This design comes from an exercise in tuning for small area and a short achievable clock period on the open sky130 flow, not from production work.
The RTL was checked by simulation tests, not by an equivalence proof against the original design.
The clock port is modelled as an ideal driver; clocking choices that lean on that would not hold on a real chip.

Setup of v6:
Design zad4, start of the top module:
module zad4
(input clk,
 input aclr,
 input [9:0] SW,
 output [0:6] HEX3, HEX2, HEX1, HEX0,
 output reg [7:0] LEDR);
  reg [7:0] A, B;
  reg [8:0] PL;     
  reg [8:0] PH;     
  always @(*)
    if (SW[9] && !SW[8]) LEDR = A;
    else if (SW[8] && !SW[9]) LEDR = B;
    else LEDR = 8'b00000000;
  wire [15:0] M;
  wire w1, w2, w3, w4, w5, w6, w7, w8, w9, w10, w11, w12, w13, w14, w15, w16, w17, w18, w19, w20, w21, w22, w23, w24, w25, w26, w27, w28, w29, w30, w31, w32, w33, w34, w35, w36, w37, w38, w39, w40, w41, w42, w43, w44, w45, w46, w47, w48, w49, w50, w51, w52, w53, w54, w55, w56, w57, w58, w59, w60, w61, w62, w63, w64, w65, w66, w67, w68, w69, w70, w71, w72, w73, w74, w75, w76, w77, w78, w79, w80, w81, w82, w83, w84, w85, w86, w87, w88, w89, w90, w91, w92, w93, w94, w95, w96, w97, w98, w99, w100, w101, w102, w103, w104, w105, w106, w107, w108, w109, w110, w111, w112;
  ha_cell add1 ((A[6] & B[0]), (A[5] & B[1]), {w2, w1});
  fa_cell add2 ((A[7] & B[0]), (A[6] & B[1]), (A[5] & B[2]), {w4, w3});
  ha_cell add3 ((A[4] & B[3]), (A[3] & B[4]), {w6, w5});
  fa_cell add4 ((A[7] & B[1]), (A[6] & B[2]), (A[5] & B[3]), {w8, w7});
  ha_cell add5 ((A[4] & B[4]), (A[3] & B[5]), {w10, w9});
  fa_cell add6 ((A[7] & B[2]), (A[6] & B[3]), (A[5] & B[4]), {w12, w11});
  ha_cell add7 ((A[4] & B[0]), (A[3] & B[1]), {w14, w13});
  fa_cell add8 ((A[5] & B[0]), (A[4] & B[1]), (A[3] & B[2]), {w16, w15});
  ha_cell add9 ((A[2] & B[3]), (A[1] & B[4]), {w18, w17});
  fa_cell add10 (w1, (A[4] & B[2]), (A[3] & B[3]), {w20, w19});
  fa_cell add11 ((A[2] & B[4]), (A[1] & B[5]), (A[0] & B[6]), {w22, w21});
  fa_cell add12 (w2, w3, w5, {w24, w23});
  ...
Size: ~34 flip-flops, roughly 48 I/O pins, about 3800 um^2 of cells after synthesis.
export LEC_CHECK = 0
export ABC_AREA = 1
export CAP_MARGIN = 20
export CORE_MARGIN = 2
export CORE_UTILIZATION = 60
export GPL_TIMING_DRIVEN = 1
export SLEW_MARGIN = 20
export SYNTH_HIERARCHICAL = 1
create_clock -name core_clock -period 18.0 [get_ports {clk}]
standard.sh (not shown) runs the stock make flow with config.mk's settings and CLKGATE_MAP_FILE= SYNTH_SCRIPT=/design/flow/synth_recipe.tcl, a recipe that flattens the netlist after the stock synthesis.
==> flow/flow/run.sh <==
#!/bin/bash
# The standard ORFS layout with these changes:
#  - synthesis maps the logic with an area-oriented ABC script (flow/abc_area_map.script);
#    everything else in synthesis is synth_recipe.tcl unchanged;
#  - the port buffers are sky130_fd_sc_hd__buf_2 instead of the default delay buffer;
#  - the clock: before CTS, flow/manual_clk.tcl drives all registers' clock pins from one
#    clkbuf_16 at their centroid, fed by the clk port; CTS then finds no net left to build;
#  - one tie cell drives all constant outputs (no tie fanout repair).
set -euo pipefail
here=$(pwd)
export SKIP_REPAIR_TIE_FANOUT=1
export BUFFER_PORTS_ARGS="-buffer_cell sky130_fd_sc_hd__buf_2"
export PRE_CTS_TCL=$here/flow/manual_clk.tcl
export MANUAL_CLK_BUF=sky130_fd_sc_hd__clkbuf_16
export MANUAL_CLK_GROUPS=1
export CTS_ARGS="-sink_clustering_enable -repair_clock_nets -dont_use_dummy_load -buf_list sky130_fd_sc_hd__clkbuf_8 -clk_nets clk"
export MY_ABC_SCRIPT=$here/flow/abc_area_map.script
export FLOW_SYNTH_TCL=$here/synth_recipe.tcl
sed "s#SYNTH_SCRIPT=[^ ]*#SYNTH_SCRIPT=$here/flow/synth.tcl#" standard.sh > own_standard.sh
bash own_standard.sh > standard.log 2>&1
==> flow/flow/manual_clk.tcl <==
# Clock distribution for a design with a few dozen registers: the register clock
# pins are split into $::env(MANUAL_CLK_GROUPS) groups by x position, and each group
# is driven by one $::env(MANUAL_CLK_BUF) placed at the group's centroid, itself
# driven by the clk port. CTS then finds no net left to build a tree for.
set block [ord::get_db_block]
set clknet [$block findNet clk]
set master [[ord::get_db] findMaster $::env(MANUAL_CLK_BUF)]
set ngroups $::env(MANUAL_CLK_GROUPS)
set pins {}
foreach it [$clknet getITerms] {
  set bb [[$it getInst] getBBox]
  lappend pins [list [expr {([$bb xMin] + [$bb xMax]) / 2}] [expr {([$bb yMin] + [$bb yMax]) / 2}] $it]
}
set pins [lsort -integer -index 0 $pins]
set n [llength $pins]
for {set g 0} {$g < $ngroups} {incr g} {
  set lo [expr {$g * $n / $ngroups}]
  set hi [expr {($g + 1) * $n / $ngroups - 1}]
  set inst [odb::dbInst_create $block $master clkbuf_manual_$g]
  set net [odb::dbNet_create $block clknet_manual_$g]
  $net setSigType CLOCK
  set sx 0; set sy 0
  foreach p [lrange $pins $lo $hi] {
    lassign $p x y it
    set sx [expr {$sx + $x}]; set sy [expr {$sy + $y}]
    $it disconnect
    $it connect $net
  }
  set k [expr {$hi - $lo + 1}]
  [$inst findITerm A] connect $clknet
  [$inst findITerm X] connect $net
  $inst setLocation [expr {$sx / $k}] [expr {$sy / $k}]
  $inst setPlacementStatus PLACED
  puts "manual clock buffer $g ([$master getName]) drives $k clock pins"
}
Other scripts of this flow, unchanged in this note and not shown: flow/flow/abc_area_map.script, flow/flow/synth.tcl
For v25, these inputs were changed with respect to v6:
Settings: removing GPL_TIMING_DRIVEN (formerly 1).
--- a/flow/flow/run.sh
+++ b/flow/flow/run.sh
@@ -10,4 +10,8 @@
 here=$(pwd)
 export SKIP_REPAIR_TIE_FANOUT=1
+export SETUP_SLACK_MARGIN=10.1
+export SETUP_MOVE_SEQUENCE=sizeup,swap
+export SKIP_GATE_CLONING=1
+export SKIP_LAST_GASP=1
 export BUFFER_PORTS_ARGS="-buffer_cell sky130_fd_sc_hd__buf_2"
 export PRE_CTS_TCL=$here/flow/manual_clk.tcl
==> notes.md <==
v25 ends up with lower fraction of area in registers than v6 does. In the reports for v6 and v25, the smaller longest individual stage delay on the worst path belongs to v25. Looking at v6 and v25, the width of the die is a wash. Comparing v25 against v6, there is no change at all in synthesized cell count. The cell with the largest stage delay on the worst path comes out nand2_1 in one run and buf_4 in the other, namely in v6 and v25 respectively. On timing-limited maximum frequency: between v6 and v25, it ends up higher for v25. Compared to v6, v25 has final design instance area without fill 5.7% higher. v25 ended up with a higher headroom to the max-slew limit than v6 did.
[inputs] v11 vs v25
--- a/flow/flow/run.sh
+++ b/flow/flow/run.sh
@@ -6,14 +6,11 @@
 #  - the clock: before CTS, flow/manual_clk.tcl drives all registers' clock pins from one
 #    clkbuf_16 at their centroid, fed by the clk port; CTS then finds no net left to build;
-#  - one tie cell drives all constant outputs (no tie fanout repair).
+#  - one tie cell drives all constant outputs (no tie fanout repair);
+#  - before CTS, flow/small_port_bufs.tcl makes the SW[7:0] and HEX port buffers buf_1.
 set -euo pipefail
 here=$(pwd)
 export SKIP_REPAIR_TIE_FANOUT=1
-export SETUP_SLACK_MARGIN=10.1
-export SETUP_MOVE_SEQUENCE=sizeup,swap
-export SKIP_GATE_CLONING=1
-export SKIP_LAST_GASP=1
 export BUFFER_PORTS_ARGS="-buffer_cell sky130_fd_sc_hd__buf_2"
-export PRE_CTS_TCL=$here/flow/manual_clk.tcl
+export PRE_CTS_TCL=$here/flow/pre_cts.tcl
 export MANUAL_CLK_BUF=sky130_fd_sc_hd__clkbuf_16
 export MANUAL_CLK_GROUPS=1
==> flow/flow/pre_cts.tcl (new file) <==
source [file join [file dirname [info script]] small_port_bufs.tcl]
source [file join [file dirname [info script]] manual_clk.tcl]
==> flow/flow/small_port_bufs.tcl (new file) <==
# The data inputs SW[7:0] and the HEX outputs have timing to spare: their port
# buffers (inserted as buf_2 by buffer_ports) are made buf_1.
set block [ord::get_db_block]
set buf1 [[ord::get_db] findMaster sky130_fd_sc_hd__buf_1]
set n 0
foreach bt [$block getBTerms] {
  set name [$bt getName]
  if {![regexp {^(SW\[[0-7]\]|HEX[0-3]\[[0-6]\])$} $name]} { continue }
  foreach it [[$bt getNet] getITerms] {
    set inst [$it getInst]
    if {[[$inst getMaster] getName] eq "sky130_fd_sc_hd__buf_2"} {
      $inst swapMaster $buf1
      incr n
    }
  }
}
puts "small_port_bufs: $n port buffers made buf_1"
==> comparison <==
- Clock skew: v11 vs v25, no meaningful difference
- Summary of v11 over v25: hold slack shows an increase of 0.061 ns.
- Worst setup slack deteriorates in v11 relative to v25.
- Changes observed in v11 relative to v25: maximum frequency now smaller; detailed-route via count fell about 0.9%; vias per cell went down by about 0.9%.
diff inputs: v11 => v24
Settings: changing CORE_UTILIZATION from 60 to 75.
--- a/flow/flow/run.sh
+++ b/flow/flow/run.sh
@@ -4,13 +4,13 @@
 #    everything else in synthesis is synth_recipe.tcl unchanged;
 #  - the port buffers are sky130_fd_sc_hd__buf_2 instead of the default delay buffer;
-#  - the clock: before CTS, flow/manual_clk.tcl drives all registers' clock pins from one
-#    clkbuf_16 at their centroid, fed by the clk port; CTS then finds no net left to build;
-#  - one tie cell drives all constant outputs (no tie fanout repair);
-#  - before CTS, flow/small_port_bufs.tcl makes the SW[7:0] and HEX port buffers buf_1.
+#  - the clock: before CTS, flow/manual_clk.tcl splits the registers into two groups by x
+#    and drives each group from one clkbuf_8 at its centroid, fed by the clk port;
+#    CTS then finds no net left to build a tree for;
+#  - one tie cell drives all constant outputs (no tie fanout repair).
 set -euo pipefail
 here=$(pwd)
 export SKIP_REPAIR_TIE_FANOUT=1
 export BUFFER_PORTS_ARGS="-buffer_cell sky130_fd_sc_hd__buf_2"
-export PRE_CTS_TCL=$here/flow/pre_cts.tcl
+export PRE_CTS_TCL=$here/flow/manual_clk.tcl
 export MANUAL_CLK_BUF=sky130_fd_sc_hd__clkbuf_16
 export MANUAL_CLK_GROUPS=1
removed: flow/flow/pre_cts.tcl
removed: flow/flow/small_port_bufs.tcl
In v24 relative to v11, cell area had gone up slightly. nand2_1 as the cell with the largest stage delay on the worst path was reported by v11, and fa_1 by v24. Looking at worst setup path startpoint, the SW[9] result is from v11; the A[3] one comes from v24. Compared with v11, in v24 measured slew at the worst slew-check pin shows an increase of 0.041 ns; setup slack shows a reduction of 0.20 ns; aggregate global-route resource usage shows an increase of 9.4 points; via count of the first global-routing pass shows an increase of 2.7%. In v24 the data arrival time of the critical path turned out 3.86 ns higher than in v11. | maximum clock rate | v24 vs v11 | 0.0029 GHz lower |. Re average routed wire per standard cell: v11 and v24 aren't equal, and the lower value belongs to v11. On share of final-layout standard cells stronger than drive strength 1: v24 sits above v11.
Setup changes, v24 to v43
Settings: swapping 75 for 40 in CORE_UTILIZATION.
==> flow/flow/run.sh <==
#!/bin/bash
# The standard ORFS layout with these changes:
#  - synthesis maps the logic with an area-oriented ABC script (flow/abc_area_map.script);
#    everything else in synthesis is synth_recipe.tcl unchanged;
#  - the port buffers are sky130_fd_sc_hd__buf_2 instead of the default delay buffer;
#  - the clock tree is built from clkbuf_4 with larger sink clusters and no dummy loads.
set -euo pipefail
here=$(pwd)
export BUFFER_PORTS_ARGS="-buffer_cell sky130_fd_sc_hd__buf_2"
export CTS_ARGS="-sink_clustering_enable -repair_clock_nets -dont_use_dummy_load -buf_list sky130_fd_sc_hd__clkbuf_4 -sink_clustering_size 32 -sink_clustering_max_diameter 200"
export MY_ABC_SCRIPT=$here/flow/abc_area_map.script
export FLOW_SYNTH_TCL=$here/synth_recipe.tcl
sed "s#SYNTH_SCRIPT=[^ ]*#SYNTH_SCRIPT=$here/flow/synth.tcl#" standard.sh > own_standard.sh
bash own_standard.sh > standard.log 2>&1
removed: flow/flow/manual_clk.tcl
==> notes.md <==
v43: no failed stages, no open violations at the end. Taking v24 as the reference, in v43 minimum clock period after layout fell by 0.11 ns, number of optimization iterations in the first detailed-route pass rose by 2, worst setup slack before clock tree synthesis rose by 0.086 ns.
Input-level comparison between v13 and v43:
Settings: CORE_UTILIZATION: 40 -> 60.
==> flow/flow/run.sh <==
#!/bin/bash
# The standard ORFS layout with these changes:
#  - synthesis maps the logic with an area-oriented ABC script (flow/abc_area_map.script);
#    everything else in synthesis is synth_recipe.tcl unchanged;
#  - the port buffers are sky130_fd_sc_hd__buf_2 instead of the default delay buffer;
#  - the clock: before CTS, flow/manual_clk.tcl splits the registers into two groups by x
#    and drives each group from one clkbuf_8 at its centroid, fed by the clk port;
#    CTS then finds no net left to build a tree for;
#  - one tie cell drives all constant outputs (no tie fanout repair).
set -euo pipefail
here=$(pwd)
export SKIP_REPAIR_TIE_FANOUT=1
export BUFFER_PORTS_ARGS="-buffer_cell sky130_fd_sc_hd__buf_2"
export PRE_CTS_TCL=$here/flow/manual_clk.tcl
export MANUAL_CLK_BUF=sky130_fd_sc_hd__clkbuf_16
export MANUAL_CLK_GROUPS=1
export CTS_ARGS="-sink_clustering_enable -repair_clock_nets -dont_use_dummy_load -buf_list sky130_fd_sc_hd__clkbuf_8 -clk_nets clk"
export MY_ABC_SCRIPT=$here/flow/abc_area_map.script
export FLOW_SYNTH_TCL=$here/synth_recipe.tcl
sed "s#SYNTH_SCRIPT=[^ ]*#SYNTH_SCRIPT=$here/flow/synth.tcl#" standard.sh > own_standard.sh
bash own_standard.sh > standard.log 2>&1
==> flow/flow/manual_clk.tcl (new file) <==
# Clock distribution for a design with a few dozen registers: the register clock
# pins are split into $::env(MANUAL_CLK_GROUPS) groups by x position, and each group
# is driven by one $::env(MANUAL_CLK_BUF) placed at the group's centroid, itself
# driven by the clk port. CTS then finds no net left to build a tree for.
set block [ord::get_db_block]
set clknet [$block findNet clk]
set master [[ord::get_db] findMaster $::env(MANUAL_CLK_BUF)]
set ngroups $::env(MANUAL_CLK_GROUPS)
set pins {}
foreach it [$clknet getITerms] {
  set bb [[$it getInst] getBBox]
  lappend pins [list [expr {([$bb xMin] + [$bb xMax]) / 2}] [expr {([$bb yMin] + [$bb yMax]) / 2}] $it]
}
set pins [lsort -integer -index 0 $pins]
set n [llength $pins]
for {set g 0} {$g < $ngroups} {incr g} {
  set lo [expr {$g * $n / $ngroups}]
  set hi [expr {($g + 1) * $n / $ngroups - 1}]
  set inst [odb::dbInst_create $block $master clkbuf_manual_$g]
  set net [odb::dbNet_create $block clknet_manual_$g]
  $net setSigType CLOCK
  set sx 0; set sy 0
  foreach p [lrange $pins $lo $hi] {
    lassign $p x y it
    set sx [expr {$sx + $x}]; set sy [expr {$sy + $y}]
    $it disconnect
    $it connect $net
  }
  set k [expr {$hi - $lo + 1}]
  [$inst findITerm A] connect $clknet
  [$inst findITerm X] connect $net
  $inst setLocation [expr {$sx / $k}] [expr {$sy / $k}]
  $inst setPlacementStatus PLACED
  puts "manual clock buffer $g ([$master getName]) drives $k clock pins"
}
[summary]
v13: done, clean on timing, DRC and antenna
Initial core utilization ends up lower on v43.
v13 ended with less final period utilization than v43.
Diff v43 and v13: cell area lower in v13
Relative to v43, met3 wire length has increased by about 34% in v13.
Delta (v13 minus v43): via count of the routed design down 38, setup slack at placement up 0.053 ns, setup slack after layout up 0.093 ns, area after detailed placement down 2.6%.
Going from v43 to v13, fmax grew slightly.
On number of cells in the design after placement: v13 sits below v43.

* * *

Starting RTL as in the previous note.
==> flow/config.mk <==
export PLATFORM = sky130hd
export DESIGN_NAME = zad4
export DESIGN_NICKNAME = zad4
export VERILOG_FILES = /design/flow/design.v
export SDC_FILE = /design/flow/constraint.sdc
export NUM_CORES = 4
export LEC_CHECK = 0
export ABC_AREA = 1
export CAP_MARGIN = 20
export CORE_MARGIN = 2
export CORE_UTILIZATION = 60
export SLEW_MARGIN = 20
export SYNTH_HIERARCHICAL = 1
==> flow/constraint.sdc <==
create_clock -name core_clock -period 18.0 [get_ports {clk}]
set_input_delay 3.6000 -clock core_clock [delete_from_list [all_inputs] [get_ports {clk}]]
set_output_delay 3.6000 -clock core_clock [all_outputs]
set_load 0.01 [all_outputs]
==> flow/flow/run.sh <==
#!/bin/bash
# The standard ORFS layout with these changes:
#  - synthesis maps the logic with an area-oriented ABC script (flow/abc_area_map.script);
#    everything else in synthesis is synth_recipe.tcl unchanged;
#  - the port buffers are sky130_fd_sc_hd__buf_2 instead of the default delay buffer;
#  - the clock: before CTS, flow/manual_clk.tcl drives all registers' clock pins from one
#    clkbuf_16 at their centroid, fed by the clk port; CTS then finds no net left to build;
#  - one tie cell drives all constant outputs (no tie fanout repair).
set -euo pipefail
here=$(pwd)
export SKIP_REPAIR_TIE_FANOUT=1
export BUFFER_PORTS_ARGS="-buffer_cell sky130_fd_sc_hd__buf_2"
export PRE_CTS_TCL=$here/flow/manual_clk.tcl
export MANUAL_CLK_BUF=sky130_fd_sc_hd__clkbuf_16
export MANUAL_CLK_GROUPS=1
export CTS_ARGS="-sink_clustering_enable -repair_clock_nets -dont_use_dummy_load -buf_list sky130_fd_sc_hd__clkbuf_8 -clk_nets clk"
export MY_ABC_SCRIPT=$here/flow/abc_area_map.script
export FLOW_SYNTH_TCL=$here/synth_recipe.tcl
sed "s#SYNTH_SCRIPT=[^ ]*#SYNTH_SCRIPT=$here/flow/synth.tcl#" standard.sh > own_standard.sh
bash own_standard.sh > standard.log 2>&1
==> flow/flow/manual_clk.tcl <==
# Clock distribution for a design with a few dozen registers: the register clock
# pins are split into $::env(MANUAL_CLK_GROUPS) groups by x position, and each group
# is driven by one $::env(MANUAL_CLK_BUF) placed at the group's centroid, itself
# driven by the clk port. CTS then finds no net left to build a tree for.
set block [ord::get_db_block]
set clknet [$block findNet clk]
set master [[ord::get_db] findMaster $::env(MANUAL_CLK_BUF)]
set ngroups $::env(MANUAL_CLK_GROUPS)
set pins {}
foreach it [$clknet getITerms] {
  set bb [[$it getInst] getBBox]
  lappend pins [list [expr {([$bb xMin] + [$bb xMax]) / 2}] [expr {([$bb yMin] + [$bb yMax]) / 2}] $it]
}
set pins [lsort -integer -index 0 $pins]
set n [llength $pins]
for {set g 0} {$g < $ngroups} {incr g} {
  set lo [expr {$g * $n / $ngroups}]
  set hi [expr {($g + 1) * $n / $ngroups - 1}]
  set inst [odb::dbInst_create $block $master clkbuf_manual_$g]
  set net [odb::dbNet_create $block clknet_manual_$g]
  $net setSigType CLOCK
  set sx 0; set sy 0
  foreach p [lrange $pins $lo $hi] {
    lassign $p x y it
    set sx [expr {$sx + $x}]; set sy [expr {$sy + $y}]
    $it disconnect
    $it connect $net
  }
  set k [expr {$hi - $lo + 1}]
  [$inst findITerm A] connect $clknet
  [$inst findITerm X] connect $net
  $inst setLocation [expr {$sx / $k}] [expr {$sy / $k}]
  $inst setPlacementStatus PLACED
  puts "manual clock buffer $g ([$master getName]) drives $k clock pins"
}
Other scripts of this flow, unchanged in this note and not shown: flow/flow/abc_area_map.script, flow/flow/synth.tcl
Rerun with:
--- a/flow/flow/run.sh
+++ b/flow/flow/run.sh
@@ -5,4 +5,5 @@
 #  - the port buffers are sky130_fd_sc_hd__buf_2 instead of the default delay buffer;
-#  - the clock: before CTS, flow/manual_clk.tcl drives all registers' clock pins from one
-#    clkbuf_16 at their centroid, fed by the clk port; CTS then finds no net left to build;
+#  - the clock: before CTS, flow/manual_clk.tcl splits the registers into two groups by x
+#    and drives each group from one clkbuf_8 at its centroid, fed by the clk port;
+#    CTS then finds no net left to build a tree for;
 #  - one tie cell drives all constant outputs (no tie fanout repair).
@@ -13,4 +14,4 @@
 export PRE_CTS_TCL=$here/flow/manual_clk.tcl
-export MANUAL_CLK_BUF=sky130_fd_sc_hd__clkbuf_16
-export MANUAL_CLK_GROUPS=1
+export MANUAL_CLK_BUF=sky130_fd_sc_hd__clkbuf_8
+export MANUAL_CLK_GROUPS=2
 export CTS_ARGS="-sink_clustering_enable -repair_clock_nets -dont_use_dummy_load -buf_list sky130_fd_sc_hd__clkbuf_8 -clk_nets clk"
--- a/flow/config.mk
+++ b/flow/config.mk
@@ -10,3 +10,3 @@
 export CORE_MARGIN = 2
-export CORE_UTILIZATION = 60
+export CORE_UTILIZATION = 40
 export SLEW_MARGIN = 20
=> The changed run produced a clean layout. Die area grows by 47%. Synthesized cell count stays the same. Cell area grows by 2.7%.

afterwards: timing with drivers on the ports:
The flow's constraints put no driver on any port. The routed layouts listed below were extracted and timed again, unchanged, in two steps. Step 1 assumes that a clkbuf_16 drives the clock port and a buf_2 every other input. Step 2, shift: input delay + t, output delay - t, t = (earliest + latest rising clock arrival at the registers) / 2. This alone moves slack from input paths to output paths. Three values: ideal, step 1, step 2; two values: the first two.
| run | t, ns | setup WS [ns] | worst hold slack (ns) |
|---|---|---|---|
| v6 | 0.211 | 9.847 / 9.819 / 9.819 | 0.671 / 0.671 / 0.671 |
| v25 | 0.210 | 10.143 / 10.111 / 10.111 | 0.611 / 0.611 / 0.611 |
| v11 | 0.213 | 9.841 / 9.816 / 9.816 | 0.672 / 0.672 / 0.672 |
| v24 | 0.212 | 9.645 / 9.645 / 9.645 | 0.707 / 0.707 / 0.707 |
| v43 | 0.343 | 9.753 / 9.729 / 9.729 | 0.638 / 0.638 / 0.638 |
| v13 | 0.211 | 9.847 / 9.819 / 9.819 | 0.671 / 0.671 / 0.671 |
| the first run of note 2 | 0.211 | 9.847 / 9.819 / 9.819 | 0.671 / 0.671 / 0.671 |
| the second run of note 2 | 0.421 | 9.786 / 9.763 / 9.763 | 0.677 / 0.677 / 0.677 |
After both steps every run listed still meets setup and hold. For v25, which loses most, drivers alone change the setup slack by -0.032 ns; drivers and shift together by -0.032 ns.
